Background: an optimization exercise with open tools, aiming at small area. Do not read the settings as production practice. In this exercise RTL edits were held to simulation tests only and were not proved equivalent to the original. No activity file was given, so power comes from the tool's default toggle rates.

==> flow/design.v <==
module priority_encoder # (
    parameter INPUT_WIDTH = 4
)
(
    input  logic [INPUT_WIDTH-1:0] input_unencoded,
    output logic [INPUT_WIDTH-1:0] output_unencoded,
    output logic                   output_valid
);
logic [INPUT_WIDTH-1:0] below;
always_comb begin
    below[0] = 1'b0;
    for (int k = 1; k < INPUT_WIDTH; k = k + 1)
        below[k] = below[k-1] | input_unencoded[k-1];
end
assign output_unencoded = input_unencoded & ~below;
assign output_valid = |input_unencoded;
endmodule
module arbiter # (
	parameter PORTS = 4
)
(
	input  logic             clk,
	input  logic             resetn,
	input  logic [PORTS-1:0] request,
	input  logic             release_grant,
	output logic [PORTS-1:0] grant,
	output logic             grant_valid
);
logic [PORTS-1:0] grant_reg;
logic             arbitrated;    
logic [PORTS-1:0] mask;
logic [PORTS-1:0] req_pick, masked_pick;
logic             masked_valid, req_valid;
logic             hold;
assign grant = grant_reg;
assign grant_valid = |grant_reg;
assign hold = grant_valid && !release_grant;
always_comb begin
	mask[0] = 1'b0;
	for (int k = 1; k < PORTS; k = k + 1)
		mask[k] = mask[k-1] | grant_reg[k-1];
end
priority_encoder #(.INPUT_WIDTH(PORTS)) pe_request (
	.input_unencoded(request),
	.output_unencoded(req_pick),
	.output_valid(req_valid)
);
priority_encoder #(.INPUT_WIDTH(PORTS)) pe_masked (
	.input_unencoded(request & mask & {PORTS{arbitrated}}),
	.output_unencoded(masked_pick),
	.output_valid(masked_valid)
);
always_ff @(posedge clk or negedge resetn) begin
	if (~resetn) begin
		grant_reg <= 0;
		arbitrated <= 1'b0;
	end else begin
		arbitrated <= !hold;
		if (!hold)
			grant_reg <= masked_valid ? masked_pick : req_pick;
	end
end
endmodule
module axi_many_to_one_interconnect # (
	parameter C_S_COUNT = 4,
	parameter C_ADDR_WIDTH = 32,
	parameter C_DATA_WIDTH = 32,
	parameter C_STRB_WIDTH = C_DATA_WIDTH / 8,
	parameter C_ID_WIDTH = 4,
	parameter C_USER_WIDTH = 1,
	parameter C_ID_MT_USE = 1
)
(
	input logic clk,
	input logic resetn,
	input  logic [C_S_COUNT*C_ID_WIDTH-1:0]     s_axi_awid,
    input  logic [C_S_COUNT*C_ADDR_WIDTH-1:0]   s_axi_awaddr,
    input  logic [C_S_COUNT*8-1:0]              s_axi_awlen,
    input  logic [C_S_COUNT*3-1:0]              s_axi_awsize,
    input  logic [C_S_COUNT*2-1:0]              s_axi_awburst,
    input  logic [C_S_COUNT-1:0]                s_axi_awlock,
    input  logic [C_S_COUNT*4-1:0]              s_axi_awcache,
    input  logic [C_S_COUNT*3-1:0]              s_axi_awprot,
    input  logic [C_S_COUNT*4-1:0]              s_axi_awqos,
    input  logic [C_S_COUNT*C_USER_WIDTH-1:0]   s_axi_awuser,
    input  logic [C_S_COUNT-1:0]                s_axi_awvalid,
    output logic [C_S_COUNT-1:0]                s_axi_awready,
    input  logic [C_S_COUNT*C_DATA_WIDTH-1:0]   s_axi_wdata,
    input  logic [C_S_COUNT*C_STRB_WIDTH-1:0]   s_axi_wstrb,
    input  logic [C_S_COUNT-1:0]                s_axi_wlast,
    input  logic [C_S_COUNT*C_USER_WIDTH-1:0]   s_axi_wuser,
    input  logic [C_S_COUNT-1:0]                s_axi_wvalid,
    output logic [C_S_COUNT-1:0]                s_axi_wready,
    output logic [C_S_COUNT*C_ID_WIDTH-1:0]     s_axi_bid,
    output logic [C_S_COUNT*2-1:0]              s_axi_bresp,
    output logic [C_S_COUNT*C_USER_WIDTH-1:0]   s_axi_buser,
    output logic [C_S_COUNT-1:0]                s_axi_bvalid,
    input  logic [C_S_COUNT-1:0]                s_axi_bready,
    input  logic [C_S_COUNT*C_ID_WIDTH-1:0]     s_axi_arid,
    input  logic [C_S_COUNT*C_ADDR_WIDTH-1:0]   s_axi_araddr,
    input  logic [C_S_COUNT*8-1:0]              s_axi_arlen,
    input  logic [C_S_COUNT*3-1:0]              s_axi_arsize,
    input  logic [C_S_COUNT*2-1:0]              s_axi_arburst,
    input  logic [C_S_COUNT-1:0]                s_axi_arlock,
    input  logic [C_S_COUNT*4-1:0]              s_axi_arcache,
    input  logic [C_S_COUNT*3-1:0]              s_axi_arprot,
    input  logic [C_S_COUNT*4-1:0]              s_axi_arqos,
    input  logic [C_S_COUNT*C_USER_WIDTH-1:0]   s_axi_aruser,
    input  logic [C_S_COUNT-1:0]                s_axi_arvalid,
    output logic [C_S_COUNT-1:0]                s_axi_arready,
    output logic [C_S_COUNT*C_ID_WIDTH-1:0]     s_axi_rid,
    output logic [C_S_COUNT*C_DATA_WIDTH-1:0]   s_axi_rdata,
    output logic [C_S_COUNT*2-1:0]              s_axi_rresp,
    output logic [C_S_COUNT-1:0]                s_axi_rlast,
    output logic [C_S_COUNT*C_USER_WIDTH-1:0]   s_axi_ruser,
    output logic [C_S_COUNT-1:0]                s_axi_rvalid,
    input  logic [C_S_COUNT-1:0]                s_axi_rready,
	output logic [C_ID_WIDTH-1:0]   m_axi_awid,
    output logic [C_ADDR_WIDTH-1:0] m_axi_awaddr,
    output logic [7:0]              m_axi_awlen,
    output logic [2:0]              m_axi_awsize,
    output logic [1:0]              m_axi_awburst,
    output logic                    m_axi_awlock,
    output logic [3:0]              m_axi_awcache,
    output logic [2:0]              m_axi_awprot,
    output logic [3:0]              m_axi_awqos,
    output logic [3:0]              m_axi_awregion,
    output logic [C_USER_WIDTH-1:0] m_axi_awuser,
    output logic                    m_axi_awvalid,
    input  logic                    m_axi_awready,
    output logic [C_DATA_WIDTH-1:0] m_axi_wdata,
    output logic [C_STRB_WIDTH-1:0] m_axi_wstrb,
    output logic                    m_axi_wlast,
    output logic [C_USER_WIDTH-1:0] m_axi_wuser,
    output logic                    m_axi_wvalid,
    input  logic                    m_axi_wready,
    input  logic [C_ID_WIDTH-1:0]   m_axi_bid,
    input  logic [1:0]              m_axi_bresp,
    input  logic [C_USER_WIDTH-1:0] m_axi_buser,
    input  logic                    m_axi_bvalid,
    output logic                    m_axi_bready,
    output logic [C_ID_WIDTH-1:0]   m_axi_arid,
    output logic [C_ADDR_WIDTH-1:0] m_axi_araddr,
    output logic [7:0]              m_axi_arlen,
    output logic [2:0]              m_axi_arsize,
    output logic [1:0]              m_axi_arburst,
    output logic                    m_axi_arlock,
    output logic [3:0]              m_axi_arcache,
    output logic [2:0]              m_axi_arprot,
    output logic [3:0]              m_axi_arqos,
    output logic [3:0]              m_axi_arregion,
    output logic [C_USER_WIDTH-1:0] m_axi_aruser,
    output logic                    m_axi_arvalid,
    input  logic                    m_axi_arready,
    input  logic [C_ID_WIDTH-1:0]   m_axi_rid,
    input  logic [C_DATA_WIDTH-1:0] m_axi_rdata,
    input  logic [1:0]              m_axi_rresp,
    input  logic                    m_axi_rlast,
    input  logic [C_USER_WIDTH-1:0] m_axi_ruser,
    input  logic                    m_axi_rvalid,
    output logic                    m_axi_rready
);
localparam N  = C_S_COUNT;
localparam IW = C_ID_WIDTH;
localparam AW = C_ADDR_WIDTH;
localparam DW = C_DATA_WIDTH;
localparam SW = C_STRB_WIDTH;
localparam UW = C_USER_WIDTH;
localparam APW = AW + 8 + 3 + 2 + 1 + 4 + 3 + 4 + UW;
localparam WPW = DW + SW + 1 + UW;
logic [N-1:0] request;
logic [N-1:0] grant;         
logic         grant_valid;
logic         read_finish_flag, write_finish_flag;
assign request = s_axi_awvalid | s_axi_arvalid;
arbiter #(.PORTS(N)) arbiter_inst (
	.clk(clk),
	.resetn(resetn),
	.request(request),
	.release_grant(read_finish_flag && write_finish_flag),
	.grant(grant),
	.grant_valid(grant_valid)
);
logic st_trans, st_finish;
logic st_idle;
assign st_idle = !st_trans && !st_finish;
always_ff @(posedge clk or negedge resetn) begin
	if (~resetn) begin
		st_trans <= 1'b0;
		st_finish <= 1'b0;
	end else begin
		st_trans <= st_idle ? grant_valid : (st_trans && !(read_finish_flag && write_finish_flag));
		st_finish <= st_trans && read_finish_flag && write_finish_flag;
	end
end
function automatic logic sel1(input logic [N-1:0] g, input logic [N-1:0] v);
	sel1 = |(g & v);
endfunction
logic awvalid_sel, wvalid_sel, arvalid_sel, bready_sel, rready_sel, wlast_sel;
logic [IW-1:0] awid_sel, arid_sel;
assign awvalid_sel = sel1(grant, s_axi_awvalid);
assign wvalid_sel  = sel1(grant, s_axi_wvalid);
assign arvalid_sel = sel1(grant, s_axi_arvalid);
assign bready_sel  = sel1(grant, s_axi_bready);
assign rready_sel  = sel1(grant, s_axi_rready);
assign wlast_sel   = sel1(grant, s_axi_wlast);
always_comb begin
	awid_sel = '0;
	arid_sel = '0;
	for (int i = 0; i < N; i = i + 1) begin
		awid_sel = awid_sel | ({IW{grant[i]}} & s_axi_awid[i*IW +: IW]);
		arid_sel = arid_sel | ({IW{grant[i]}} & s_axi_arid[i*IW +: IW]);
	end
end
logic [IW-1:0]  awid_reg, arid_reg;
logic [APW-1:0] aw_reg, ar_reg;
logic [WPW-1:0] w_reg;
logic [IW+2+UW-1:0] b_reg;                
logic [IW+DW+2+1+UW-1:0] r_reg;            
logic awvalid_reg, wvalid_reg, arvalid_reg, bvalid_reg, rvalid_reg;
logic awready_reg, wready_reg, arready_reg, bready_reg, rready_reg;
logic is_read;
logic [4:0] wdecl_cnt, wcomp_cnt, wlast_cnt;
logic [4:0] rout_cnt;                      
logic rlast_reg;
assign rlast_reg = r_reg[UW];
logic s_aw_hs, s_w_hs, s_b_hs, s_ar_hs, s_r_hs;
logic m_w_hs, m_b_hs, m_r_hs;
assign s_aw_hs = st_trans && awvalid_sel && awready_reg;
assign s_w_hs  = st_trans && wvalid_sel && wready_reg;
assign s_b_hs  = bvalid_reg && bready_sel;
assign s_ar_hs = st_trans && arvalid_sel && arready_reg;
assign s_r_hs  = rvalid_reg && rready_sel;
assign m_w_hs  = wvalid_reg && m_axi_wready;
assign m_b_hs  = st_trans && m_axi_bvalid && bready_reg;
assign m_r_hs  = st_trans && m_axi_rvalid && rready_reg;
logic wcnt_eq, rcnt_eq, write_ids_equal, read_ids_equal;
assign wcnt_eq = wdecl_cnt == wcomp_cnt;
assign rcnt_eq = rout_cnt == 5'd0;
assign write_ids_equal = awid_sel == awid_reg;
assign read_ids_equal = arid_sel == arid_reg;
logic rd_open, wr_open;    
assign rd_open = is_read && !read_finish_flag;
assign wr_open = !is_read && !write_finish_flag;
always_ff @(posedge clk or negedge resetn) begin
	if (~resetn) begin
		awvalid_reg <= 1'b0;
		awready_reg <= 1'b0;
		wvalid_reg <= 1'b0;
		wready_reg <= 1'b0;
		bvalid_reg <= 1'b0;
		bready_reg <= 1'b0;
		arvalid_reg <= 1'b0;
		arready_reg <= 1'b0;
		rvalid_reg <= 1'b0;
		rready_reg <= 1'b0;
		read_finish_flag <= 1'b0;
		write_finish_flag <= 1'b0;
		is_read <= 1'b0;
		wdecl_cnt <= '0;
		wcomp_cnt <= '0;
		wlast_cnt <= '0;
		rout_cnt <= '0;
	end else begin
		if (st_idle)
			is_read <= arvalid_sel;
		if (st_trans) begin
			awready_reg <= !s_aw_hs && awvalid_sel && write_ids_equal && (!awvalid_reg || m_axi_awready)
				&& (rd_open || !wcnt_eq);
			arready_reg <= !s_ar_hs && arvalid_sel && read_ids_equal && (!arvalid_reg || m_axi_arready)
				&& (wr_open || !rcnt_eq);
			wready_reg <= (wlast_cnt < wdecl_cnt) && (s_w_hs ? m_w_hs : (!wvalid_reg || m_axi_wready));
			write_finish_flag <= !rd_open && (write_finish_flag || (wcnt_eq && !s_aw_hs));
			read_finish_flag <= !wr_open && (read_finish_flag || (rcnt_eq && !s_ar_hs));
			wdecl_cnt <= wdecl_cnt + {4'd0, s_aw_hs};
			wcomp_cnt <= wcomp_cnt + {4'd0, s_b_hs};
			wlast_cnt <= wlast_cnt + {4'd0, s_w_hs && wlast_sel};
			rout_cnt <= rout_cnt + {{4{s_r_hs && rlast_reg && !s_ar_hs}}, (s_r_hs && rlast_reg) != s_ar_hs};
			awvalid_reg <= s_aw_hs || (awvalid_reg && !m_axi_awready);
			wvalid_reg <= s_w_hs || (wvalid_reg && !m_axi_wready);
			bready_reg <= !bvalid_reg || bready_sel;
			bvalid_reg <= m_b_hs || (bvalid_reg && !s_b_hs);
			arvalid_reg <= s_ar_hs || (arvalid_reg && !m_axi_arready);
			rready_reg <= !read_finish_flag && (m_r_hs ? s_r_hs : (!rvalid_reg || rready_sel));
			rvalid_reg <= m_r_hs || (rvalid_reg && !s_r_hs);
		end else begin
			awready_reg <= st_idle && grant_valid;
			arready_reg <= st_idle && grant_valid;
			wready_reg <= 1'b0;
			write_finish_flag <= 1'b0;
			read_finish_flag <= 1'b0;
			wdecl_cnt <= '0;
			wcomp_cnt <= '0;
			wlast_cnt <= '0;
			rout_cnt <= '0;
			awvalid_reg <= 1'b0;
			wvalid_reg <= 1'b0;
			bready_reg <= 1'b0;
			bvalid_reg <= 1'b0;
			arvalid_reg <= 1'b0;
			rready_reg <= 1'b0;
			rvalid_reg <= 1'b0;
		end
	end
end
always_ff @(posedge clk or negedge resetn) begin
	if (~resetn) begin
		awid_reg <= '0;
		arid_reg <= '0;
	end else begin
		if (s_aw_hs) awid_reg <= awid_sel;
		if (s_ar_hs) arid_reg <= arid_sel;
	end
end
logic [N*APW-1:0] aw_in, ar_in;
logic [N*WPW-1:0] w_in;
genvar n;
generate
	for (n = 0; n < N; n = n + 1) begin : g_in
		assign aw_in[n*APW +: APW] = {s_axi_awaddr[n*AW +: AW], s_axi_awlen[n*8 +: 8], s_axi_awsize[n*3 +: 3],
			s_axi_awburst[n*2 +: 2], s_axi_awlock[n], s_axi_awcache[n*4 +: 4], s_axi_awprot[n*3 +: 3],
			s_axi_awqos[n*4 +: 4], s_axi_awuser[n*UW +: UW]};
		assign ar_in[n*APW +: APW] = {s_axi_araddr[n*AW +: AW], s_axi_arlen[n*8 +: 8], s_axi_arsize[n*3 +: 3],
			s_axi_arburst[n*2 +: 2], s_axi_arlock[n], s_axi_arcache[n*4 +: 4], s_axi_arprot[n*3 +: 3],
			s_axi_arqos[n*4 +: 4], s_axi_aruser[n*UW +: UW]};
		assign w_in[n*WPW +: WPW] = {s_axi_wdata[n*DW +: DW], s_axi_wstrb[n*SW +: SW], s_axi_wlast[n],
			s_axi_wuser[n*UW +: UW]};
	end
endgenerate
logic [N-1:0] aw_ld, w_ld, ar_ld;
assign aw_ld = grant & {N{s_aw_hs}};
assign w_ld  = grant & {N{s_w_hs}};
assign ar_ld = grant & {N{s_ar_hs}};
logic [APW-1:0] aw_next, ar_next;
logic [WPW-1:0] w_next;
always_comb begin
	aw_next = {APW{!s_aw_hs}} & aw_reg;
	ar_next = {APW{!s_ar_hs}} & ar_reg;
	w_next  = {WPW{!s_w_hs}} & w_reg;
	for (int i = 0; i < N; i = i + 1) begin
		aw_next = aw_next | ({APW{aw_ld[i]}} & aw_in[i*APW +: APW]);
		ar_next = ar_next | ({APW{ar_ld[i]}} & ar_in[i*APW +: APW]);
		w_next  = w_next  | ({WPW{w_ld[i]}} & w_in[i*WPW +: WPW]);
	end
end
always_ff @(posedge clk) begin
	aw_reg <= aw_next;
	ar_reg <= ar_next;
	w_reg <= w_next;
	if (m_b_hs) b_reg <= {m_axi_bid, m_axi_bresp, m_axi_buser};
	if (m_r_hs) r_reg <= {m_axi_rid, m_axi_rdata, m_axi_rresp, m_axi_rlast, m_axi_ruser};
end
logic [N-1:0] gt;    
assign gt = grant & {N{st_trans}};
assign s_axi_awready = gt & {N{awready_reg}};
assign s_axi_wready  = gt & {N{wready_reg}};
assign s_axi_arready = gt & {N{arready_reg}};
assign s_axi_bvalid  = gt & {N{bvalid_reg}};
assign s_axi_rvalid  = gt & {N{rvalid_reg}};
assign s_axi_bid   = {N{b_reg[2+UW +: IW]}};
assign s_axi_bresp = {N{b_reg[UW +: 2]}};
assign s_axi_buser = {N{b_reg[0 +: UW]}};
assign s_axi_rid   = {N{r_reg[DW+2+1+UW +: IW]}};
assign s_axi_rdata = {N{r_reg[2+1+UW +: DW]}};
assign s_axi_rresp = {N{r_reg[1+UW +: 2]}};
assign s_axi_rlast = {N{r_reg[UW]}};
assign s_axi_ruser = {N{r_reg[0 +: UW]}};
assign m_axi_awid = awid_reg;
assign {m_axi_awaddr, m_axi_awlen, m_axi_awsize, m_axi_awburst, m_axi_awlock, m_axi_awcache, m_axi_awprot,
	m_axi_awqos, m_axi_awuser} = aw_reg;
assign m_axi_awregion = 4'd0;
assign m_axi_awvalid = awvalid_reg;
assign {m_axi_wdata, m_axi_wstrb, m_axi_wlast, m_axi_wuser} = w_reg;
assign m_axi_wvalid = wvalid_reg;
assign m_axi_bready = bready_reg;
assign m_axi_arid = arid_reg;
assign {m_axi_araddr, m_axi_arlen, m_axi_arsize, m_axi_arburst, m_axi_arlock, m_axi_arcache, m_axi_arprot,
	m_axi_arqos, m_axi_aruser} = ar_reg;
assign m_axi_arregion = 4'd0;
assign m_axi_arvalid = arvalid_reg;
assign m_axi_rready = rready_reg;
endmodule
==> flow/run.sh <==
#!/bin/bash
# synth_recipe.tcl (not shown) runs the flow's synth.tcl, then flattens the netlist and writes it again
# the make line also repeats each setting of config.mk as NAME=value (left out here)
make -C /OpenROAD-flow-scripts/flow DESIGN_CONFIG=/design/flow/config.mk WORK_HOME=/design/flow/orfs CLKGATE_MAP_FILE= SYNTH_SCRIPT=/design/flow/synth_recipe.tcl finish
==> flow/config.mk <==
export PLATFORM = sky130hd
export DESIGN_NAME = axi_many_to_one_interconnect
export DESIGN_NICKNAME = axi_many_to_one_interconnect
export VERILOG_FILES = /design/flow/design.v
export SDC_FILE = /design/flow/constraint.sdc
export NUM_CORES = 4
export LEC_CHECK = 0
export CAP_MARGIN = 20
export CORE_AREA = 10 10 410 410
export DIE_AREA = 0 0 420 420
export PLACE_DENSITY = 0.5
export SLEW_MARGIN = 20
==> flow/constraint.sdc <==
create_clock -name core_clock -period 5.0 [get_ports {clk}]
set_input_delay 1.0000 -clock core_clock [delete_from_list [all_inputs] [get_ports {clk}]]
set_output_delay 1.0000 -clock core_clock [all_outputs]
set_load 0.01 [all_outputs]
==> results by group, run 1 <==
Run status
  • Status: no timing/DRC/antenna violations

Global route
  • Vias in the first global route: 14992
  • Total grt overflow: 0
  • Largest net degree at the start of global routing: 62
  • Wire length of the first global-routing pass: between 100 and 150 mm
  • All-Layer GR Usage: 11.0%
  • Antenna violations before repair: 64

Placement
  • DP Worst Slack: approximately 1000 ps
  • Placed Cells: about 4200
  • Final Wtd Congestion: 0.901
  • Port Buffers: between 1000 and 1500
  • Dpl hpwl: approximately 90 mm
  • Post-DP Area: 24900 um^2

Setup path
  • Reg2Reg Depth: 10
  • Reg-to-reg setup timing slack: between 1500 and 2000 ps
  • Largest delay share family, worst path: buffers and inverters
  • CP bufs+invs: 2
  • CP startpoint kind: register
  • Arr. time, crit path: approximately 2900 ps
  • CP Capture Type: primary output
  • Crit-path cells: buf_4, and3_1, clkdlybuf4s50_1
  • R2r endpoint: wdecl_cnt[4]$_DFF_PN0_
  • Crit path max fanout: 50
  • Slowest CP cell: dfrtp_4
  • Worst EP required: about 4000 ps
  • Reg2reg start: arbiter_inst.grant_reg[1]$_DFFE_PN0N_
  • Critical setup path kind: reg2out
  • Max incr delay on CP: about 750 ps

Routing
  • Post-DR wirelength/cell: 24.9 um
  • ANT nets after route: 0
  • DRC viols: 0
  • Vias per inst: 3.52
  • Routed WL: 107 mm
  • Initial DRC Count: between 1500 and 2000
  • DRT Pass-1 Iters: 9
  • Total vias in the final route: 15076

Timing
  • Final setup TNS: 0 ps
  • Minimum clock period: 3910 ps
  • Final hold violation count: 0
  • Fin Clk Skew: between 20 and 30 ps
  • Slew Limit Fails: 0
  • Hold_ws: ~480 ps
  • Slew margin rel.: a little over a third
  • Slew @ Worst Pin: around 950 ps
  • Crit share post-route: a little under 80%
  • # setup viols final: 0
  • Smallest setup slack after layout: 1090 ps
  • Max Fclk: approximately 260 MHz
  • RSZ-0062 raised after global routing: false

Logic synthesis
  • Top FF cell, synth: dfxtp_1
  • #FFs+latches synth: ~250
  • Post-Syn Area: roughly 13000 um^2
  • Cells after Synth: between 1000 and 1500
  • Syn avg cell area: about 9.9 um^2
  • Post-synthesis cell type count: 49
  • Post-synth ARST share: between 10% and 20%
  • Yosys warnings: 3
  • Seq/Total Area, Yosys: 45.3%
  • EDFF count, synth: 47

Finish
  • Commonest non-fill, non-tap cell in the layout: clkdlybuf4s50_1
  • Final Non-Filler Cells: ~4300
  • Cell area after layout: approximately 26000 um^2
  • Fillers: 17630
  • Synth-to-Final Area Change: 108%
  • Commonest non-fill, non-tap cells in the layout: 1095 x clkdlybuf4s50_1, 154 x dfxtp_1, 137 x nor2_1, 117 x a221o_1, 116 x a222oi_1
  • Finished Core Util: between 10% and 20%
  • Layout Nets: 2910
  • Share of cells above drive strength 1: 5.13%

Floorplan
  • Die width: between 400 and 500 um
  • Initial core utilization: under 10%
  • Ports: 1105
  • FP Rows: roughly 150
  • CORE AREA: about 160000 um^2
  • DIE AREA: ~180000 um^2
  • Die height: between 400 and 500 um

Clock tree
  • Htree depth: 2
  • Setup Buffers After CTS: 0
  • CTS buffer count: 38
  • CTS clk-pin slew, worst paths: 50 ps
  • PostCTS Resize Cnt: 0
  • TritonCTS clock tree: built
  • Root Driver: clkbuf_16
  • Post-CTS Hold Buffers: 0
  • Worst-skew pair later-pin latency: ~610 ps
  • Clock sinks: roughly 250
  • Clock buffer depth: 3

Worst hold path
  • Worst hold-check path type: reg2reg
  • Min-Delay Endpoint: ar_reg[23]$_DFF_P_
  • Hold path depth: 1
  • Hold Startpoint: ar_reg[23]$_DFF_P_

Power and ir drop
  • Pwr dens: ~530 nW/um^2
  • Leakage: approximately 9.3 nW
  • Power, Total: around 14 mW
  • Worst VDD drop: around 0.00018 V

Job
  • # Max-Cap Violations: 0
final cells by class:
type                            count  area [um^2]  area share, %
Timing Repair Buffer             1128        11200           43.0
Sequential cell                   249         5710           21.8
Multi-Input combinational cell    745         5320           20.3
Tap cell                         2072         2590           9.92
Clock buffer                       52         1080           4.12
Clock inverter                     16          136          0.522
Inverter                           11         41.3          0.158
Antenna cell                       13         32.5          0.124
synthesized netlist by cell type, types with 4 or more instances:
cell type / count / share of area [%]
and2_1: 13 / 0.65
buf_2: 19 / 0.76
a21oi_1: 11 / 0.44
nor2_1: 141 / 4.2
and3_1: 23 / 1.1
a221o_1: 117 / 9.3
buf_1: 9 / 0.27
a222oi_1: 116 / 9.2
xor2_1: 13 / 0.91
edfxtp_1: 47 / 11
nor3_1: 6 / 0.24
nand3_1: 49 / 2.0
ha_1: 15 / 1.5
o21ai_1: 6 / 0.24
a22oi_1: 84 / 5.0
inv_1: 10 / 0.30
a22o_1: 12 / 0.84
o21ai_0: 15 / 0.60
dfxtp_1: 154 / 25
dfrtp_1: 48 / 9.6
nand2b_1: 4 / 0.20
a221oi_1: 6 / 0.42
nand2_1: 65 / 1.9
buf_4: 150 / 9.0
clkbuf_1: 86 / 2.6
xnor2_1: 12 / 0.84
a21o_1: 4 / 0.24
per-layer routing:
| metal | global-route usage [%] | vias up | wire (um) |
|---|---|---|---|
| met4 | 2.07 | 26 | 2010 |
| met2 | 20.3 | 868 | 55300 |
| met3 | 4.15 | 172 | 10500 |
| met5 | 0 | - | 182 |
| li1 | - | 6650 | - |
| met1 | 12.1 | 7360 | 38800 |
logic make-up after synthesis:
family,share of synthesized area (%)
compound gates,27.3
xor+xnor,1.74
fa+ha+maj,1.49
buf+inv,13.1
flops,45.3
other cells,0.0298
simple gates,11.0
worst register-to-register path: cells and delay by family (launching register included):
| family | cells | cell delay [ps] |
|---|---|---|
| flops | 1 | 750 |
| buf+inv | 2 | 1000 |
| fa+ha+maj | 2 | 410 |
| simple gates | 4 | 860 |
| xor+xnor | 1 | 140 |
| compound gates | 1 | 150 |
report_power, final:
part / internal, mW / total (mW) / switching, mW / leakage [nW]
logic: 3.65 / 7.12 / 3.47 / 6.36
registers: 3.00 / 3.94 / 0.940 / 2.34
clock network: 1.52 / 2.67 / 1.15 / 0.594
total: 8.18 / 13.7 / 5.57 / 9.29
how the worst max path moves through the flow:
stage / from / end / cells past startpoint
after global routing: arbiter_inst.grant_reg[1]$_DFFE_PN0N_ / s_axi_rvalid[1] / 3
after CTS: arbiter_inst.grant_reg[1]$_DFFE_PN0N_ / s_axi_rvalid[1] / 3
after global placement: s_axi_rready[2] / rout_cnt[4]$_DFF_PN0_ / 13
after detailed placement: s_axi_rready[2] / rout_cnt[4]$_DFF_PN0_ / 13
final: arbiter_inst.grant_reg[1]$_DFFE_PN0N_ / s_axi_rvalid[1] / 3
after floorplan: s_axi_arvalid[0] / rout_cnt[4]$_DFF_PN0_ / 15
==> inputs of run 2 (changes only) <==
==> flow/flow/run.sh (new file) <==
#!/bin/bash
# The standard layout, except that the port buffers are the smallest buffer cell
# (buffer_ports -buffer_cell) instead of the one buffer_ports picks by default.
set -euo pipefail
cd "$(dirname "$0")/.."
bash standard.sh \
  "BUFFER_PORTS_ARGS=-buffer_cell sky130_fd_sc_hd__buf_1" \
  finish > flow_make.log 2>&1
==> flow/standard.sh (new file) <==
#!/bin/bash
# synth_recipe.tcl (not shown) runs the flow's synth.tcl, then flattens the netlist and writes it again
# the make line also repeats each setting of config.mk as NAME=value (left out here)
make -C /OpenROAD-flow-scripts/flow DESIGN_CONFIG=/design/flow/config.mk WORK_HOME=/design/flow/orfs CLKGATE_MAP_FILE= SYNTH_SCRIPT=/design/flow/synth_recipe.tcl "${@:-finish}"
removed: flow/run.sh
==> run 2 against run 1 <==
Still clean on timing, DRC and antenna. First-iteration DRC count increased by 10%. Synthesized cell count unchanged. Clock skew increased by 7.8 ps. Die area unchanged. Highest routed layer unchanged. Largest power group unchanged. Setup slack improved by 510 ps. Global-route usage decreased by 0.47 points. Final area decreased by 26%. Clock-buffer cell count increased by 1.
==> results by group, run 2 <==
Global route
  • Antenna violations before repair: 69
  • Vias in the first global route: roughly 15000
  • Wire length of the first global-routing pass: around 130 mm
  • Total grt overflow: 0
  • All-Layer GR Usage: a little over a tenth
  • Largest net degree at the start of global routing: slightly above 100

Floorplan
  • Die width: about 420 um
  • Initial core utilization: under 10%
  • FP Rows: between 100 and 150
  • CORE AREA: about 160000 um^2
  • Die height: 420 um
  • Ports: 1105
  • DIE AREA: between 150000 and 200000 um^2

Logic synthesis
  • Syn avg cell area: about 9.9 um^2
  • EDFF count, synth: 47
  • Post-synthesis cell type count: a little under 50
  • Top cells by area, synth: dfxtp_1 25%, edfxtp_1 11%, dfrtp_1 9.6%, a221o_1 9.3%, a222oi_1 9.2%
  • Post-synth ARST share: roughly a fifth
  • Post-Syn Area: between 10000 and 15000 um^2
  • Yosys warnings: 3
  • #FFs+latches synth: about 250
  • Top FF cell, synth: dfxtp_1
  • Share of Yosys cell area claimed by the top area cell type: around 25%
  • Cells after Synth: approximately 1300
  • Cell taking the most area after synthesis: dfxtp_1
  • Commonest cells post-synth: 154 x dfxtp_1, 150 x buf_4, 141 x nor2_1
  • Seq/Total Area, Yosys: around 45%
  • Count leader, synth: dfxtp_1

Placement
  • Port Buffers: ~1100
  • Dpl hpwl: slightly below 90 mm
  • Final Wtd Congestion: 0.946

Setup path
  • CP startpoint kind: register
  • CP Capture Type: register
  • Arr. time, crit path: 3910 ps
  • Crit path max fanout: 39
  • Critical setup path kind: reg2reg
  • Worst EP required: between 5000 and 6000 ps

Power and ir drop
  • Int Pwr: about 6.7 mW
  • Pwr dens: 634 nW/um^2
  • Clk network pwr share: around a quarter
  • Register share of total power: a little under a third
  • Sw frac: between 40% and 50%
  • Comb power frac: between 40% and 50%
  • Worst VDD drop: roughly 0.00025 V
  • NetSw: approximately 5.6 mW
  • Leakage: 6.32 nW

Clock tree
  • Setup Buffers After CTS: 0
  • Clock sinks: 249
  • Root Driver: clkbuf_16
  • TritonCTS clock tree: built
  • Clock buffer depth: 3
  • Post-CTS Hold Buffers: 0
  • CTS clk-pin slew, worst paths: approximately 60 ps
  • CTS buffer count: 39
  • PostCTS Resize Cnt: 0
  • Htree depth: 2
  • Worst-skew pair later-pin latency: 610 ps

Timing
  • Max Fclk: ~290 MHz
  • # setup viols final: 0
  • RSZ-0062 raised after global routing: false
  • Final setup TNS: 0 ps
  • Fin Clk Skew: roughly 37 ps
  • Slew Limit Fails: 0
  • Slew @ Worst Pin: roughly 940 ps
  • Final hold violation count: 0
  • Minimum clock period: roughly 3400 ps
  • Slew margin rel.: about 37%
  • Crit share post-route: 67.9%

Job
  • # Max-Cap Violations: 0

Worst hold path
  • Worst hold-check path type: reg2reg

Routing
  • Vias per inst: 3.55
  • Initial DRC Count: between 1500 and 2000
  • DRC viols: 0
  • ANT nets after route: 0
  • Post-DR wirelength/cell: roughly 24 um
  • DRT Pass-1 Iters: 13
  • Total vias in the final route: 15232
  • Routed WL: about 100 mm

Finish
  • Commonest non-fill, non-tap cell in the layout: buf_1
  • Finished Core Util: approximately an eighth
  • Synth-to-Final Area Change: 54.2%
  • Commonest non-fill, non-tap cells in the layout: 1095 x buf_1, 154 x dfxtp_1, 137 x nor2_1, 117 x a221o_1, 116 x a222oi_1
  • Share of cells above drive strength 1: 5.10%
  • Layout Nets: 2905

Run status
  • Status: no timing/DRC/antenna violations
==> run 2: worst paths after layout <==
check | start | to | slack (ps) | depth (start not counted)
worst max register to register | arbiter_inst.grant_reg[2]$_DFFE_PN0N_ | rout_cnt[4]$_DFF_PN0_ | 1600 | 11
min in group asynchronous | resetn | rready_reg$_DFF_PN0_ | 490 | 1
max in group asynchronous | resetn | arbiter_inst.grant_reg[1]$_DFFE_PN0N_ | 3560 | 2
worst min register to register | ar_reg[4]$_DFF_P_ | ar_reg[4]$_DFF_P_ | 480 | 1
worst min-delay path | ar_reg[4]$_DFF_P_ | ar_reg[4]$_DFF_P_ | 480 | 1
worst max-delay path | arbiter_inst.grant_reg[2]$_DFFE_PN0N_ | rout_cnt[4]$_DFF_PN0_ | 1600 | 11
==> run 2: power groups by stage <==
| stage | sequential, mW | combinational, mW | clock [mW] |
|---|---|---|---|
| finish | 3.90 | 5.51 | 2.87 |
| global route | 4.04 | 6.00 | 3.08 |
| CTS | 3.93 | 5.68 | 3.03 |
| detailed placement | 3.96 | 5.66 | 0 |
| global placement | 3.94 | 5.62 | 0 |
| floorplan | 3.87 | 3.13 | 0 |
==> run 2: layout make-up <==
class	count	area, um^2
antenna	19	47.5
clock buffer	53	1120
clock inverter	18	180
fill	18314	139000
inverter	11	41.3
multi-input combinational	745	5320
sequential	249	5710
tap	2072	2590
timing repair buffer	1122	4370
==> run 2: cells by family (layout without fill, tap and decap cells) <==
| family | Yosys count | in the layout | synth area share (%) |
|---|---|---|---|
| flops | 249 | 249 | 45.3 |
| other cells | 1 | 27 | 0.0298 |
| xor+xnor | 25 | 25 | 1.74 |
| fa+ha+maj | 15 | 15 | 1.49 |
| simple gates | 314 | 314 | 11.0 |
| buf+inv | 277 | 1204 | 13.1 |
| compound gates | 383 | 383 | 27.3 |
==> run 2: layer usage <==
layer / vias up / track usage (%) / wire length, um
met5: - / 0 / 345
met4: 44 / 3.01 / 3010
met3: 193 / 4.34 / 10900
met2: 987 / 18.8 / 51900
met1: 7358 / 11.4 / 36100
li1: 6650 / - / -
==> run 2: worst max-delay path: stages (launching register included) <==
cell and delay (ps):
dfrtp_4 860, a22oi_1 280, nand2_1 200, nand3_4 220, ha_1 460, xor2_1 210, ha_1 220, o21a_1 170
o21ai_0 150, nor2_1 70, or3_1 340, a21oi_1 120
==> run 2: per-stage QoR <==
step | power (mW) | area [um^2] | cells | worst slack (ps) | hold slack, ps
2_1_floorplan | 7.01 | 12600 | 1271 | 1510 | 435
3_3_place_gp | 9.56 | 18000 | 4197 | 1270 | 467
3_5_place_dp | 9.61 | 18000 | 4197 | 1320 | 467
4_1_cts | 12.6 | 19300 | 4268 | 1390 | 464
5_1_grt | 13.1 | 19300 | 4277 | 1230 | 493
6_report | 12.3 | 19400 | 4289 | 1600 | 479
==> inputs of run 3 (changes only) <==
--- a/flow/design.v
+++ b/flow/design.v
@@ -247,14 +247,43 @@
 		awvalid_reg <= 1'b0;
-		awready_reg <= 1'b0;
 		wvalid_reg <= 1'b0;
-		wready_reg <= 1'b0;
-		bvalid_reg <= 1'b0;
 		bready_reg <= 1'b0;
 		arvalid_reg <= 1'b0;
-		arready_reg <= 1'b0;
-		rvalid_reg <= 1'b0;
 		rready_reg <= 1'b0;
-		read_finish_flag <= 1'b0;
+	end else if (st_trans) begin
+		awvalid_reg <= s_aw_hs || (awvalid_reg && !m_axi_awready);
+		wvalid_reg <= s_w_hs || (wvalid_reg && !m_axi_wready);
+		bready_reg <= !bvalid_reg || bready_sel;
+		arvalid_reg <= s_ar_hs || (arvalid_reg && !m_axi_arready);
+		rready_reg <= !read_finish_flag && (m_r_hs ? s_r_hs : (!rvalid_reg || rready_sel));
+	end else begin
+		awvalid_reg <= 1'b0;
+		wvalid_reg <= 1'b0;
+		bready_reg <= 1'b0;
+		arvalid_reg <= 1'b0;
+		rready_reg <= 1'b0;
+	end
+end
+always_ff @(posedge clk) begin
+	if (st_idle)
+		is_read <= arvalid_sel;
+	if (st_trans) begin
+		awready_reg <= !s_aw_hs && awvalid_sel && write_ids_equal && (!awvalid_reg || m_axi_awready)
+			&& (rd_open || !wcnt_eq);
+		arready_reg <= !s_ar_hs && arvalid_sel && read_ids_equal && (!arvalid_reg || m_axi_arready)
+			&& (wr_open || !rcnt_eq);
+		wready_reg <= (wlast_cnt < wdecl_cnt) && (s_w_hs ? m_w_hs : (!wvalid_reg || m_axi_wready));
+		write_finish_flag <= !rd_open && (write_finish_flag || (wcnt_eq && !s_aw_hs));
+		read_finish_flag <= !wr_open && (read_finish_flag || (rcnt_eq && !s_ar_hs));
+		wdecl_cnt <= wdecl_cnt + {4'd0, s_aw_hs};
+		wcomp_cnt <= wcomp_cnt + {4'd0, s_b_hs};
+		wlast_cnt <= wlast_cnt + {4'd0, s_w_hs && wlast_sel};
+		rout_cnt <= rout_cnt + {{4{s_r_hs && rlast_reg && !s_ar_hs}}, (s_r_hs && rlast_reg) != s_ar_hs};
+		bvalid_reg <= m_b_hs || (bvalid_reg && !s_b_hs);
+		rvalid_reg <= m_r_hs || (rvalid_reg && !s_r_hs);
+	end else begin
+		awready_reg <= st_idle && grant_valid;
+		arready_reg <= st_idle && grant_valid;
+		wready_reg <= 1'b0;
 		write_finish_flag <= 1'b0;
-		is_read <= 1'b0;
+		read_finish_flag <= 1'b0;
 		wdecl_cnt <= '0;
@@ -263,42 +292,4 @@
 		rout_cnt <= '0;
-	end else begin
-		if (st_idle)
-			is_read <= arvalid_sel;
-		if (st_trans) begin
-			awready_reg <= !s_aw_hs && awvalid_sel && write_ids_equal && (!awvalid_reg || m_axi_awready)
-				&& (rd_open || !wcnt_eq);
-			arready_reg <= !s_ar_hs && arvalid_sel && read_ids_equal && (!arvalid_reg || m_axi_arready)
-				&& (wr_open || !rcnt_eq);
-			wready_reg <= (wlast_cnt < wdecl_cnt) && (s_w_hs ? m_w_hs : (!wvalid_reg || m_axi_wready));
-			write_finish_flag <= !rd_open && (write_finish_flag || (wcnt_eq && !s_aw_hs));
-			read_finish_flag <= !wr_open && (read_finish_flag || (rcnt_eq && !s_ar_hs));
-			wdecl_cnt <= wdecl_cnt + {4'd0, s_aw_hs};
-			wcomp_cnt <= wcomp_cnt + {4'd0, s_b_hs};
-			wlast_cnt <= wlast_cnt + {4'd0, s_w_hs && wlast_sel};
-			rout_cnt <= rout_cnt + {{4{s_r_hs && rlast_reg && !s_ar_hs}}, (s_r_hs && rlast_reg) != s_ar_hs};
-			awvalid_reg <= s_aw_hs || (awvalid_reg && !m_axi_awready);
-			wvalid_reg <= s_w_hs || (wvalid_reg && !m_axi_wready);
-			bready_reg <= !bvalid_reg || bready_sel;
-			bvalid_reg <= m_b_hs || (bvalid_reg && !s_b_hs);
-			arvalid_reg <= s_ar_hs || (arvalid_reg && !m_axi_arready);
-			rready_reg <= !read_finish_flag && (m_r_hs ? s_r_hs : (!rvalid_reg || rready_sel));
-			rvalid_reg <= m_r_hs || (rvalid_reg && !s_r_hs);
-		end else begin
-			awready_reg <= st_idle && grant_valid;
-			arready_reg <= st_idle && grant_valid;
-			wready_reg <= 1'b0;
-			write_finish_flag <= 1'b0;
-			read_finish_flag <= 1'b0;
-			wdecl_cnt <= '0;
-			wcomp_cnt <= '0;
-			wlast_cnt <= '0;
-			rout_cnt <= '0;
-			awvalid_reg <= 1'b0;
-			wvalid_reg <= 1'b0;
-			bready_reg <= 1'b0;
-			bvalid_reg <= 1'b0;
-			arvalid_reg <= 1'b0;
-			rready_reg <= 1'b0;
-			rvalid_reg <= 1'b0;
-		end
+		bvalid_reg <= 1'b0;
+		rvalid_reg <= 1'b0;
 	end
@@ -335,12 +326,11 @@
 logic [WPW-1:0] w_next;
-always_comb begin
-	aw_next = {APW{!s_aw_hs}} & aw_reg;
-	ar_next = {APW{!s_ar_hs}} & ar_reg;
-	w_next  = {WPW{!s_w_hs}} & w_reg;
-	for (int i = 0; i < N; i = i + 1) begin
-		aw_next = aw_next | ({APW{aw_ld[i]}} & aw_in[i*APW +: APW]);
-		ar_next = ar_next | ({APW{ar_ld[i]}} & ar_in[i*APW +: APW]);
-		w_next  = w_next  | ({WPW{w_ld[i]}} & w_in[i*WPW +: WPW]);
-	end
-end
+axi_ic_select #(.N(N), .W(APW)) aw_select (.sel(aw_ld), .hold(!s_aw_hs), .in(aw_in), .q(aw_reg), .y(aw_next));
+axi_ic_select #(.N(N), .W(APW)) ar_select (.sel(ar_ld), .hold(!s_ar_hs), .in(ar_in), .q(ar_reg), .y(ar_next));
+axi_ic_select #(.N(N), .W(WPW)) w_select  (.sel(w_ld),  .hold(!s_w_hs),  .in(w_in),  .q(w_reg),  .y(w_next));
+logic [IW+2+UW-1:0] b_next;
+logic [IW+DW+2+1+UW-1:0] r_next;
+axi_ic_select #(.N(1), .W(IW+2+UW)) b_select (.sel(m_b_hs), .hold(!m_b_hs),
+	.in({m_axi_bid, m_axi_bresp, m_axi_buser}), .q(b_reg), .y(b_next));
+axi_ic_select #(.N(1), .W(IW+DW+2+1+UW)) r_select (.sel(m_r_hs), .hold(!m_r_hs),
+	.in({m_axi_rid, m_axi_rdata, m_axi_rresp, m_axi_rlast, m_axi_ruser}), .q(r_reg), .y(r_next));
 always_ff @(posedge clk) begin
@@ -349,4 +339,4 @@
 	w_reg <= w_next;
-	if (m_b_hs) b_reg <= {m_axi_bid, m_axi_bresp, m_axi_buser};
-	if (m_r_hs) r_reg <= {m_axi_rid, m_axi_rdata, m_axi_rresp, m_axi_rlast, m_axi_ruser};
+	b_reg <= b_next;
+	r_reg <= r_next;
 end
@@ -382 +372,17 @@
 endmodule
+module axi_ic_select #(
+	parameter N = 4,
+	parameter W = 1
+) (
+	input  logic [N-1:0]   sel,
+	input  logic           hold,
+	input  logic [N*W-1:0] in,
+	input  logic [W-1:0]   q,
+	output logic [W-1:0]   y
+);
+always_comb begin
+	y = {W{hold}} & q;
+	for (int i = 0; i < N; i = i + 1)
+		y = y | ({W{sel[i]}} & in[i*W +: W]);
+end
+endmodule
==> flow/flow/run.sh (replaced) <==
#!/bin/bash
# The standard layout, with two changes:
# - the port buffers are the smallest buffer cell (buffer_ports -buffer_cell)
#   instead of the one buffer_ports picks by default;
# - clock tree synthesis clusters up to 30 sinks within 100 um per leaf buffer
#   and inserts no dummy loads.
set -euo pipefail
cd "$(dirname "$0")/.."
bash standard.sh \
  "BUFFER_PORTS_ARGS=-buffer_cell sky130_fd_sc_hd__buf_1" \
  "CTS_ARGS=-sink_clustering_enable -repair_clock_nets -sink_clustering_size 30 -sink_clustering_max_diameter 100 -dont_use_dummy_load" \
  finish > flow_make.log 2>&1
--- a/flow/config.mk
+++ b/flow/config.mk
@@ -12 +12,2 @@
 export SLEW_MARGIN = 20
+export SYNTH_HIERARCHICAL = 1
==> run 3 against run 2 <==
Still clean. Final area fell by 6.1%. Clock power fell by 37%. Register-to-register slack got worse by 50 ps. First-iteration DRC count rose by 4.8%. Core utilization fell by 0.74 points. Flip-flop and latch count did not move. Worst hold slack got worse by 76 ps. Total power fell by 10%. Sequential power rose by 5.1%. Critical path type unchanged.
==> results by group, run 3 <==
Floorplan
  • Ports: 1105
  • Die width: between 400 and 500 um
  • FP Rows: about 150
  • Initial core utilization: roughly 7.7%
  • CORE AREA: approximately 160000 um^2
  • Die height: 420 um
  • DIE AREA: 176000 um^2

Power and ir drop
  • Pwr dens: 606 nW/um^2
  • Worst VDD drop: about 0.00027 V
  • Leakage: a little over 6 nW
  • Power, Total: roughly 11 mW

Timing
  • Max Fclk: roughly 290 MHz
  • RSZ-0062 raised after global routing: false
  • Slew margin rel.: between 20 and 30%
  • Fin Clk Skew: roughly 61 ps
  • # setup viols final: 0
  • Final hold violation count: 0
  • Hold_ws: between 400 and 500 ps
  • Crit share post-route: 69.0%
  • Slew @ Worst Pin: 1090 ps
  • Final setup TNS: 0 ps
  • Slew Limit Fails: 0
  • Minimum clock period: ~3400 ps

Clock tree
  • CTS buffer count: 26
  • CTS clk-pin slew, worst paths: about 80 ps
  • Setup Buffers After CTS: 0
  • Htree depth: 1
  • Worst-skew pair later-pin latency: roughly 640 ps
  • PostCTS Resize Cnt: 0
  • Clock sinks: approximately 250
  • TritonCTS clock tree: built
  • Root Driver: clkbuf_16
  • Clock buffer depth: 3
  • Post-CTS Hold Buffers: 0

Global route
  • Largest net degree at the start of global routing: 59
  • Antenna violations before repair: 54
  • Vias in the first global route: around 14000
  • All-Layer GR Usage: between 10 and 15%
  • Wire length of the first global-routing pass: 134 mm
  • Total grt overflow: 0

Finish
  • Layout Nets: about 2900
  • Commonest non-fill, non-tap cell in the layout: buf_1
  • Share of cells above drive strength 1: 3.82%
  • Cell area after layout: around 18000 um^2
  • Synth-to-Final Area Change: 48.2%
  • Commonest non-fill, non-tap cells in the layout: 1095 x buf_1, 228 x dfxtp_1, 165 x a22oi_1, 165 x nand2_1, 154 x a222oi_1

Setup path
  • WP depth: 12
  • Largest delay share family, worst path: simple AND/OR/NAND/NOR gates
  • Reg2reg start: arbiter_inst.grant_reg[0]$_DFFE_PN0N_
  • Crit path max fanout: 17
  • Setup crit start: arbiter_inst.grant_reg[0]$_DFFE_PN0N_
  • CP Capture Type: register
  • Slowest CP cell: dfrtp_2
  • Critical setup path kind: reg2reg
  • Arr. time, crit path: just under 4000 ps
  • CP endpoint: rout_cnt[4]$_SDFF_PN0_
  • Crit-path cells: a22oi_1, nand2_1, and3_1, inv_2, ha_1, xor2_1, ha_1, o21a_1, o21ai_0, o21bai_1, xnor2_1, nor2_1
  • Worst EP required: between 5000 and 6000 ps
  • R2r endpoint: rout_cnt[4]$_SDFF_PN0_
  • CP bufs+invs: 1
  • CP dominant cell by count: ha_1
  • Max incr delay on CP: approximately 710 ps
  • CP startpoint kind: register
  • Reg2Reg Depth: 12
  • Reg-to-reg setup timing slack: between 1500 and 2000 ps

Run status
  • Status: no timing/DRC/antenna violations

Placement
  • Final Wtd Congestion: 0.938
  • Post-DP Area: 17500 um^2
  • Dpl hpwl: 91.7 mm
  • Port Buffers: approximately 1100

Routing
  • DRT Pass-1 Iters: 9
  • Routed WL: approximately 110 mm
  • Uppermost routed layer: met5
  • ANT nets after route: 0
  • Routed met2 length: 54.4 mm
  • Post-DR wirelength/cell: approximately 25 um
  • Metal3 WL: about 11 mm
  • Initial DRC Count: approximately 1800
  • Vias per inst: approximately 3.5
  • Total vias in the final route: roughly 15000
  • Met1 WL: ~39 mm
  • DRC viols: 0

Logic synthesis
  • Yosys warnings: 13
  • Syn avg cell area: between 9 and 10 um^2
  • Cells after Synth: about 1300
  • Post-Syn Area: 12300 um^2

Worst hold path
  • Worst hold-check path type: in2async

Job
  • # Max-Cap Violations: 0
==> run 3: where the power goes <==
| part | switching (mW) | internal [mW] | leakage [nW] |
|---|---|---|---|
| clock | 0.909 | 0.902 | 0.320 |
| combinational | 3.27 | 1.84 | 3.64 |
| sequential | 1.19 | 2.91 | 2.15 |
==> run 3: area by class of cell <==
class / count / area (um^2)
Fill cell: 18446 / 141000
Timing Repair Buffer: 1120 / 4310
Sequential cell: 249 / 5100
Inverter: 14 / 52.6
Clock buffer: 26 / 651
Antenna cell: 16 / 40.0
Multi-Input combinational cell: 763 / 5450
Tap cell: 2072 / 2590
==> run 3: metal layers <==
layer	up-vias	track usage (%)
met5	-	0
met4	32	2.50
met3	152	3.87
met2	931	19.7
met1	7371	12.4
li1	6612	-
==> run 3: metrics by stage <==
stage                     setup WS, ps  util, %  cells
after detailed placement          1170     11.0   4218
after floorplan                   1650        -   1285
after global placement            1250     11.0   4218
after CTS                         1440     11.4   4244
final                             1550     11.5   4260
after global routing              1270     11.4   4248
==> run 3: worst min-delay path by stage <==
stage	to	slack, ps	cells after the start	start
finish	arid_reg[1]$_DFFE_PN0N_	400	1	resetn
CTS	arid_reg[0]$_DFFE_PN0N_	360	1	resetn
floorplan	rready_reg$_DFF_PN0_	430	1	read_finish_flag$_SDFF_PN0_
detailed placement	w_reg[10]$_DFF_P_	480	2	w_reg[10]$_DFF_P_
global route	arid_reg[0]$_DFFE_PN0N_	390	1	resetn
global placement	aw_reg[42]$_DFF_P_	470	2	aw_reg[42]$_DFF_P_
==> inputs of run 4 (changes only) <==
--- a/flow/design.v
+++ b/flow/design.v
@@ -21,11 +21,10 @@
 (
-	input  logic             clk,
-	input  logic             resetn,
 	input  logic [PORTS-1:0] request,
 	input  logic             release_grant,
-	output logic [PORTS-1:0] grant,
-	output logic             grant_valid
+	input  logic [PORTS-1:0] grant,         
+	input  logic             arbitrated,    
+	output logic [PORTS-1:0] grant_next,
+	output logic             arbitrated_next
 );
-logic [PORTS-1:0] grant_reg;
-logic             arbitrated;    
+logic             grant_valid;
 logic [PORTS-1:0] mask;
@@ -34,4 +33,3 @@
 logic             hold;
-assign grant = grant_reg;
-assign grant_valid = |grant_reg;
+assign grant_valid = |grant;
 assign hold = grant_valid && !release_grant;
@@ -40,3 +38,3 @@
 	for (int k = 1; k < PORTS; k = k + 1)
-		mask[k] = mask[k-1] | grant_reg[k-1];
+		mask[k] = mask[k-1] | grant[k-1];
 end
@@ -52,12 +50,4 @@
 );
-always_ff @(posedge clk or negedge resetn) begin
-	if (~resetn) begin
-		grant_reg <= 0;
-		arbitrated <= 1'b0;
-	end else begin
-		arbitrated <= !hold;
-		if (!hold)
-			grant_reg <= masked_valid ? masked_pick : req_pick;
-	end
-end
+assign arbitrated_next = !hold;
+assign grant_next = hold ? grant : (masked_valid ? masked_pick : req_pick);
 endmodule
@@ -175,5 +165,5 @@
 assign request = s_axi_awvalid | s_axi_arvalid;
+logic [N-1:0] grant_next;
+logic         arbitrated, arbitrated_next;
 arbiter #(.PORTS(N)) arbiter_inst (
-	.clk(clk),
-	.resetn(resetn),
 	.request(request),
@@ -181,4 +171,16 @@
 	.grant(grant),
-	.grant_valid(grant_valid)
+	.arbitrated(arbitrated),
+	.grant_next(grant_next),
+	.arbitrated_next(arbitrated_next)
 );
+assign grant_valid = |grant;
+always_ff @(posedge clk or negedge resetn) begin
+	if (~resetn) begin
+		grant <= '0;
+		arbitrated <= 1'b0;
+	end else begin
+		grant <= grant_next;
+		arbitrated <= arbitrated_next;
+	end
+end
 logic st_trans, st_finish;
--- a/flow/config.mk
+++ b/flow/config.mk
@@ -10,3 +10,3 @@
 export DIE_AREA = 0 0 420 420
-export PLACE_DENSITY = 0.5
+export PLACE_DENSITY = 0.75
 export SLEW_MARGIN = 20
==> run 4 against run 3 <==
Still clean. Final area decreased by 0.23%. Clock-buffer cell count fell by 2. Register-to-register slack improved by 340 ps. Critical endpoint is now s_axi_rvalid[3].
==> results by group, run 4 <==
Timing
  • # setup viols final: 0
  • Slew Limit Fails: 0
  • RSZ-0062 raised after global routing: false
  • Fin Clk Skew: roughly 54 ps
  • Minimum clock period: 3390 ps
  • Final setup TNS: 0 ps
  • Crit share post-route: between 60% and 70%
  • Max Fclk: roughly 290 MHz
  • Slew @ Worst Pin: 1100 ps
  • Slew margin rel.: a little over a quarter
  • Final hold violation count: 0

Clock tree
  • Htree depth: 1
  • Clock sinks: ~250
  • Clock buffer depth: 3
  • Post-CTS Hold Buffers: 0
  • CTS buffer count: 24
  • PostCTS Resize Cnt: 0
  • Root Driver: clkbuf_16
  • CTS clk-pin slew, worst paths: approximately 90 ps
  • Setup Buffers After CTS: 0
  • TritonCTS clock tree: built
  • Worst-skew pair later-pin latency: between 600 and 700 ps

Power and ir drop
  • Int Pwr: around 6 mW
  • Power, Total: about 12 mW
  • Clk network pwr share: roughly 14%
  • NetSw: ~6.4 mW
  • Sw frac: 51.2%
  • Comb power frac: 53.4%
  • Register share of total power: 32.8%
  • Leakage: approximately 5.8 nW
  • Worst VDD drop: 0.000280 V
  • Pwr dens: slightly below 700 nW/um^2

Logic synthesis
  • Cells after Synth: about 1300
  • Syn avg cell area: 9.61 um^2
  • Post-Syn Area: between 10000 and 15000 um^2
  • Yosys warnings: 13

Setup path
  • WP depth: 3
  • Reg-to-reg setup timing slack: ~1900 ps
  • R2r endpoint: rout_cnt[4]$_SDFF_PN0_
  • Crit path max fanout: 12
  • Largest delay share family, worst path: buffers and inverters
  • Reg2reg start: grant[0]$_DFF_PN0_
  • Setup crit start: grant[3]$_DFF_PN0_
  • Critical setup path kind: reg2out
  • CP startpoint kind: register
  • Reg2Reg Depth: 13
  • Arr. time, crit path: between 2000 and 2500 ps
  • CP bufs+invs: 2
  • Worst EP required: ~4000 ps
  • Slowest CP cell: dfrtp_1
  • Crit-path cells: buf_4, and3_1, buf_1
  • CP endpoint: s_axi_rvalid[3]
  • Max incr delay on CP: approximately 720 ps
  • CP Capture Type: primary output

Finish
  • Share of cells above drive strength 1: roughly 3.7%
  • Synth-to-Final Area Change: 48.1%
  • Commonest non-fill, non-tap cell in the layout: buf_1
  • Layout Nets: approximately 2900
  • Commonest non-fill, non-tap cells in the layout: 1095 x buf_1, 228 x dfxtp_1, 171 x nand2_1, 165 x a22oi_1, 154 x a222oi_1

Floorplan
  • DIE AREA: 176000 um^2
  • Initial core utilization: 7.72%
  • FP Rows: roughly 150
  • Ports: 1105
  • Die width: around 420 um
  • CORE AREA: between 150000 and 200000 um^2
  • Die height: 420 um

Global route
  • Wire length of the first global-routing pass: approximately 150 mm
  • Antenna violations before repair: roughly 80
  • Total grt overflow: 0
  • Vias in the first global route: 15069
  • All-Layer GR Usage: ~13%
  • Largest net degree at the start of global routing: between 60 and 70

Routing
  • Post-DR wirelength/cell: roughly 28 um
  • ANT nets after route: 0
  • Initial DRC Count: between 2000 and 2500
  • DRC viols: 0
  • Total vias in the final route: between 15000 and 20000
  • Routed WL: around 120 mm
  • DRT Pass-1 Iters: 10
  • Vias per inst: about 3.7

Worst hold path
  • Worst hold-check path type: in2async

Placement
  • Port Buffers: ~1100
  • Dpl hpwl: between 100 and 150 mm
  • Final Wtd Congestion: between 1 and 1.5

Run status
  • Status: no timing/DRC/antenna violations

Job
  • # Max-Cap Violations: 0
## run 4: layout make-up
| cell class | instances | area [um^2] |
|---|---|---|
| fill | 18415 | 141000 |
| antenna | 31 | 77.6 |
| multi-input combinational | 763 | 5440 |
| tap | 2072 | 2590 |
| sequential | 249 | 5100 |
| clock buffer | 24 | 601 |
| inverter | 17 | 63.8 |
| timing repair buffer | 1117 | 4290 |
## run 4: through the flow
stage / setup WS (ps) / hold slack, ps / std cells / cell area, um^2 / utilization [%]
2_1_floorplan: 1850 / 435 / 1287 / 12300 / -
6_report: 1610 / 402 / 4273 / 18200 / 11.4
5_1_grt: 1450 / 408 / 4244 / 18100 / 11.4
3_5_place_dp: 1480 / 480 / 4217 / 17500 / 11.0
4_1_cts: 1470 / 382 / 4241 / 18100 / 11.4
3_3_place_gp: 1590 / 474 / 4217 / 17500 / 11.0
## run 4: worst reg2reg max path, delay by kind of cell, from the launching register on
kind	cells	cell delay, ps
buffers and inverters	2	340
AND/OR/NAND/NOR	3	440
XOR/XNOR	1	160
adder cells (fa/ha/maj)	3	710
AO/OA/AOI/OAI	4	900
flip-flops	1	490
## run 4: how the worst min path moves through the flow
stage                                           start                 endpoint  slack (ps)
after global placement              w_reg[26]$_DFF_P_        w_reg[26]$_DFF_P_         470
final                                          resetn    awvalid_reg$_DFF_PN0_         400
after global routing                           resetn    awvalid_reg$_DFF_PN0_         410
after floorplan           read_finish_flag$_SDFF_PN0_     rready_reg$_DFF_PN0_         430
after detailed placement           ar_reg[57]$_DFF_P_       ar_reg[57]$_DFF_P_         480
after CTS                                      resetn  awid_reg[1]$_DFFE_PN0N_         380
## run 4: power by group through the flow
stage	combinational, mW	clock (mW)	sequential, mW
after floorplan	4.01	0	4.02
after global placement	6.70	0	4.07
after detailed placement	6.78	0	4.13
after CTS	6.79	1.81	4.09
after global routing	7.20	1.85	4.22
final	6.68	1.72	4.10
## run 4: routing by layer
| metal | vias up | part of all wire, % | GRT usage [%] |
|---|---|---|---|
| met5 | - | 0.32 | 0 |
| met1 | 7561 | 39 | 15.3 |
| met4 | 60 | 2.5 | 2.70 |
| met3 | 199 | 15 | 7.38 |
| li1 | 6634 | - | - |
| met2 | 1199 | 43 | 18.9 |
==> inputs of run 5 (changes only) <==
==> flow/run.sh (new file) <==
#!/bin/bash
# synth_recipe.tcl (not shown) runs the flow's synth.tcl, then flattens the netlist and writes it again
# the make line also repeats each setting of config.mk as NAME=value (left out here)
make -C /OpenROAD-flow-scripts/flow DESIGN_CONFIG=/design/flow/config.mk WORK_HOME=/design/flow/orfs CLKGATE_MAP_FILE= SYNTH_SCRIPT=/design/flow/synth_recipe.tcl finish
--- a/flow/config.mk
+++ b/flow/config.mk
@@ -9,2 +9,4 @@
 export CORE_AREA = 10 10 410 410
+export CTS_CLUSTER_DIAMETER = 100
+export CTS_CLUSTER_SIZE = 30
 export DIE_AREA = 0 0 420 420
removed: flow/flow/run.sh
removed: flow/standard.sh
==> run 5 against run 4 <==
Final area increased by 39%. Critical path type unchanged. Synthesized cell count unchanged. Die area unchanged. First-iteration DRC count decreased by 5.8%. Largest cell class is now buffers. Via count decreased by 0.70%. Worst hold slack improved by 99 ps. Register-to-register slack got worse by 190 ps. Core utilization increased by 4.5 points. Clock-buffer cell count unchanged. Clock power increased by about 30%. Sequential share of layout area decreased by 7.9 points.
==> results by group, run 5 <==
Timing
  • Slew Limit Fails: 0
  • Crit share post-route: between 70% and 80%
  • Final setup TNS: 0 ps
  • # setup viols final: 0
  • Slew @ Worst Pin: ~1100 ps
  • Slew margin rel.: approximately 29%
  • Final hold violation count: 0
  • Minimum clock period: 3820 ps
  • Fin Clk Skew: about 50 ps
  • Max Fclk: 262 MHz
  • RSZ-0062 raised after global routing: false

Finish
  • Area occupied by registers: approximately 5000 um^2
  • Layout Nets: 2915
  • Commonest non-fill, non-tap cell in the layout: clkdlybuf4s50_1
  • Synth-to-Final Area Change: 106%
  • Commonest non-fill, non-tap cells in the layout: 1096 x clkdlybuf4s50_1, 228 x dfxtp_1, 171 x nand2_1, 165 x a22oi_1, 154 x a222oi_1
  • Final Non-Filler Cells: roughly 4300
  • Share of cells above drive strength 1: roughly 4.7%
  • Multi-input gate area: 5440 um^2
  • Fillers: ~18000

Setup path
  • Reg-to-reg setup timing slack: around 1700 ps
  • CP startpoint kind: register
  • Slowest CP cell: dfrtp_1
  • Arr. time, crit path: approximately 2800 ps
  • Max incr delay on CP: about 900 ps
  • R2r endpoint: wlast_cnt[4]$_SDFF_PN0_
  • CP bufs+invs: 2
  • Critical setup path kind: reg2out
  • WP depth: 3
  • Reg2Reg Depth: 12
  • Crit-path cells: buf_4, and3_1, clkdlybuf4s50_1
  • Worst EP required: roughly 4000 ps
  • Reg2reg start: grant[3]$_DFF_PN0_
  • Largest delay share family, worst path: buffers and inverters
  • Crit path max fanout: 14
  • CP Capture Type: primary output

Clock tree
  • Post-CTS Hold Buffers: 0
  • Worst-skew pair later-pin latency: 650 ps
  • Htree depth: 1
  • Clock buffer depth: 3
  • CTS clk-pin slew, worst paths: ~80 ps
  • Clock sinks: 249
  • Root Driver: clkbuf_16
  • PostCTS Resize Cnt: 0
  • Setup Buffers After CTS: 0
  • CTS buffer count: 24
  • TritonCTS clock tree: built

Floorplan
  • Die height: 420 um
  • DIE AREA: around 180000 um^2
  • Ports: around 1100
  • Initial core utilization: about 7.7%
  • FP Rows: ~150
  • CORE AREA: approximately 160000 um^2
  • Die width: between 400 and 500 um

Global route
  • Antenna violations before repair: a little under 80
  • Total grt overflow: 0
  • Wire length of the first global-routing pass: between 150 and 200 mm
  • Largest net degree at the start of global routing: 68
  • Vias in the first global route: between 15000 and 20000
  • All-Layer GR Usage: a little over an eighth

Logic synthesis
  • Post-Syn Area: ~12000 um^2
  • Syn avg cell area: about 9.6 um^2
  • Cells after Synth: 1276
  • Yosys warnings: 13

Worst hold path
  • Min-Delay Endpoint: w_reg[35]$_DFF_P_
  • Worst hold-check path type: reg2reg
  • Hold Startpoint: w_reg[35]$_DFF_P_
  • Hold path depth: 2

Routing
  • Vias per inst: between 3 and 4
  • DRT Pass-1 Iters: 9
  • DRC viols: 0
  • Initial DRC Count: 2204
  • Post-DR wirelength/cell: just under 30 um
  • Total vias in the final route: 15544
  • ANT nets after route: 0
  • Routed WL: approximately 130 mm

Placement
  • Final Wtd Congestion: between 0.9 and 1
  • Dpl hpwl: approximately 110 mm
  • Port Buffers: roughly 1100
  • Placed Cells: ~4200

Power and ir drop
  • Worst VDD drop: between 0.0003 and 0.0004 V
  • Leakage: 8.94 nW
  • Pwr dens: 598 nW/um^2

Job
  • # Max-Cap Violations: 0

Run status
  • Status: no timing/DRC/antenna violations
==> run 5: cell count changes in the layout (fill, tap and decap cells not counted), moves of 2 or more <==
cell             delta
buf_1            -1095
buf_4               +7
clkdlybuf4s50_1  +1096
clkinv_8            +4
diode_2            -14
inv_12              +4
inv_16              +3
inv_6               +5
inv_8               +2
==> run 5: power breakdown <==
group          switching, mW  internal (mW)  leakage (nW)  total (mW)
Clock                   1.20           1.03         0.435        2.23
Combinational           4.36           4.33          6.36        8.69
Sequential              1.23           2.99          2.15        4.22
==> run 5: layout make-up <==
class / instances / area share, %
well taps: 2072 / 10.2
flip-flops and latches: 249 / 20.2
multi-input cells: 763 / 21.5
inverters: 17 / 0.252
diodes: 17 / 0.168
repair buffers: 1123 / 44.2
clock inverters: 20 / 1.16
clock buffers: 24 / 2.37
==> run 5: metal layers <==
layer	track usage, %	wire (um)	part of all wire (%)
met2	20.6	56000	45
met3	5.26	14000	11
met1	16.7	51900	41
met5	0	340	0.27
met4	2.82	3090	2.5
==> run 5: worst max-delay path by stage <==
| stage | from | end | slack [ps] |
|---|---|---|---|
| 6_report | grant[3]$_DFF_PN0_ | s_axi_wready[3] | 1180 |
| 3_5_place_dp | s_axi_awvalid[2] | aw_reg[11]$_DFF_P_ | 1230 |
| 4_1_cts | grant[3]$_DFF_PN0_ | s_axi_wready[3] | 1050 |
| 5_1_grt | grant[3]$_DFF_PN0_ | s_axi_wready[3] | 1020 |
| 2_1_floorplan | s_axi_arvalid[0] | rout_cnt[4]$_SDFF_PN0_ | 1850 |
| 3_3_place_gp | s_axi_awvalid[1] | aw_reg[11]$_DFF_P_ | 1270 |
==> run 5: worst reg2reg max path: cells and delay by family (launching register included) <==
kind / cells / cell delay [ps]
adders and majority gates: 2 / 430
DFF: 1 / 900
and+or+nand+nor: 4 / 440
xor gates and xnor gates: 1 / 130
buffers and inverters: 3 / 800
AOI/OAI and AO/OA: 2 / 510
==> run 5: stage by stage <==
| step | util (%) | power (mW) | setup slack [ps] | instance area (um^2) | hold WS (ps) |
|---|---|---|---|---|---|
| after global routing | 15.9 | 15.9 | 1020 | 25300 | 522 |
| after global placement | 15.3 | 12.9 | 1270 | 24400 | 473 |
| after detailed placement | 15.3 | 13.1 | 1230 | 24400 | 482 |
| after CTS | 15.9 | 15.4 | 1050 | 25300 | 502 |
| final | 15.9 | 15.1 | 1180 | 25300 | 502 |
| after floorplan | - | 8.03 | 1850 | 12300 | 435 |

==> afterwards: timing with drivers on the ports <==
In the flow no input, the clock included, has a driving cell. The finished layouts below were timed again as built, in two steps.
Step 1, drivers: a clkbuf_16 drives clk and a buf_2 each remaining input, both assumed.
Step 2 times the ports against the registers' clock, not the clock port: input delays grow and output delays shrink by t, the midpoint of the rising clock arrivals with the driver on.
Three values: ideal ports, drivers, drivers and shift; two values: the first two.
run	shift t [ns]	setup WS [ns]	worst slew at a driven data input, ns
run 1	0.657	1.094 / 1.031 / 0.988	0.21
run 2	0.657	1.605 / 1.591 / 1.348	0.23
run 3	0.678	1.551 / 1.551 / 1.180	0.24
run 4	0.671	1.608 / 1.546 / 1.492	0.33
run 5	0.693	1.182 / 1.123 / 1.271	0.33
After both steps every run listed still meets setup and hold. For run 3, which loses most, drivers alone change the setup slack by 0.000 ns; drivers and shift together by -0.371 ns.
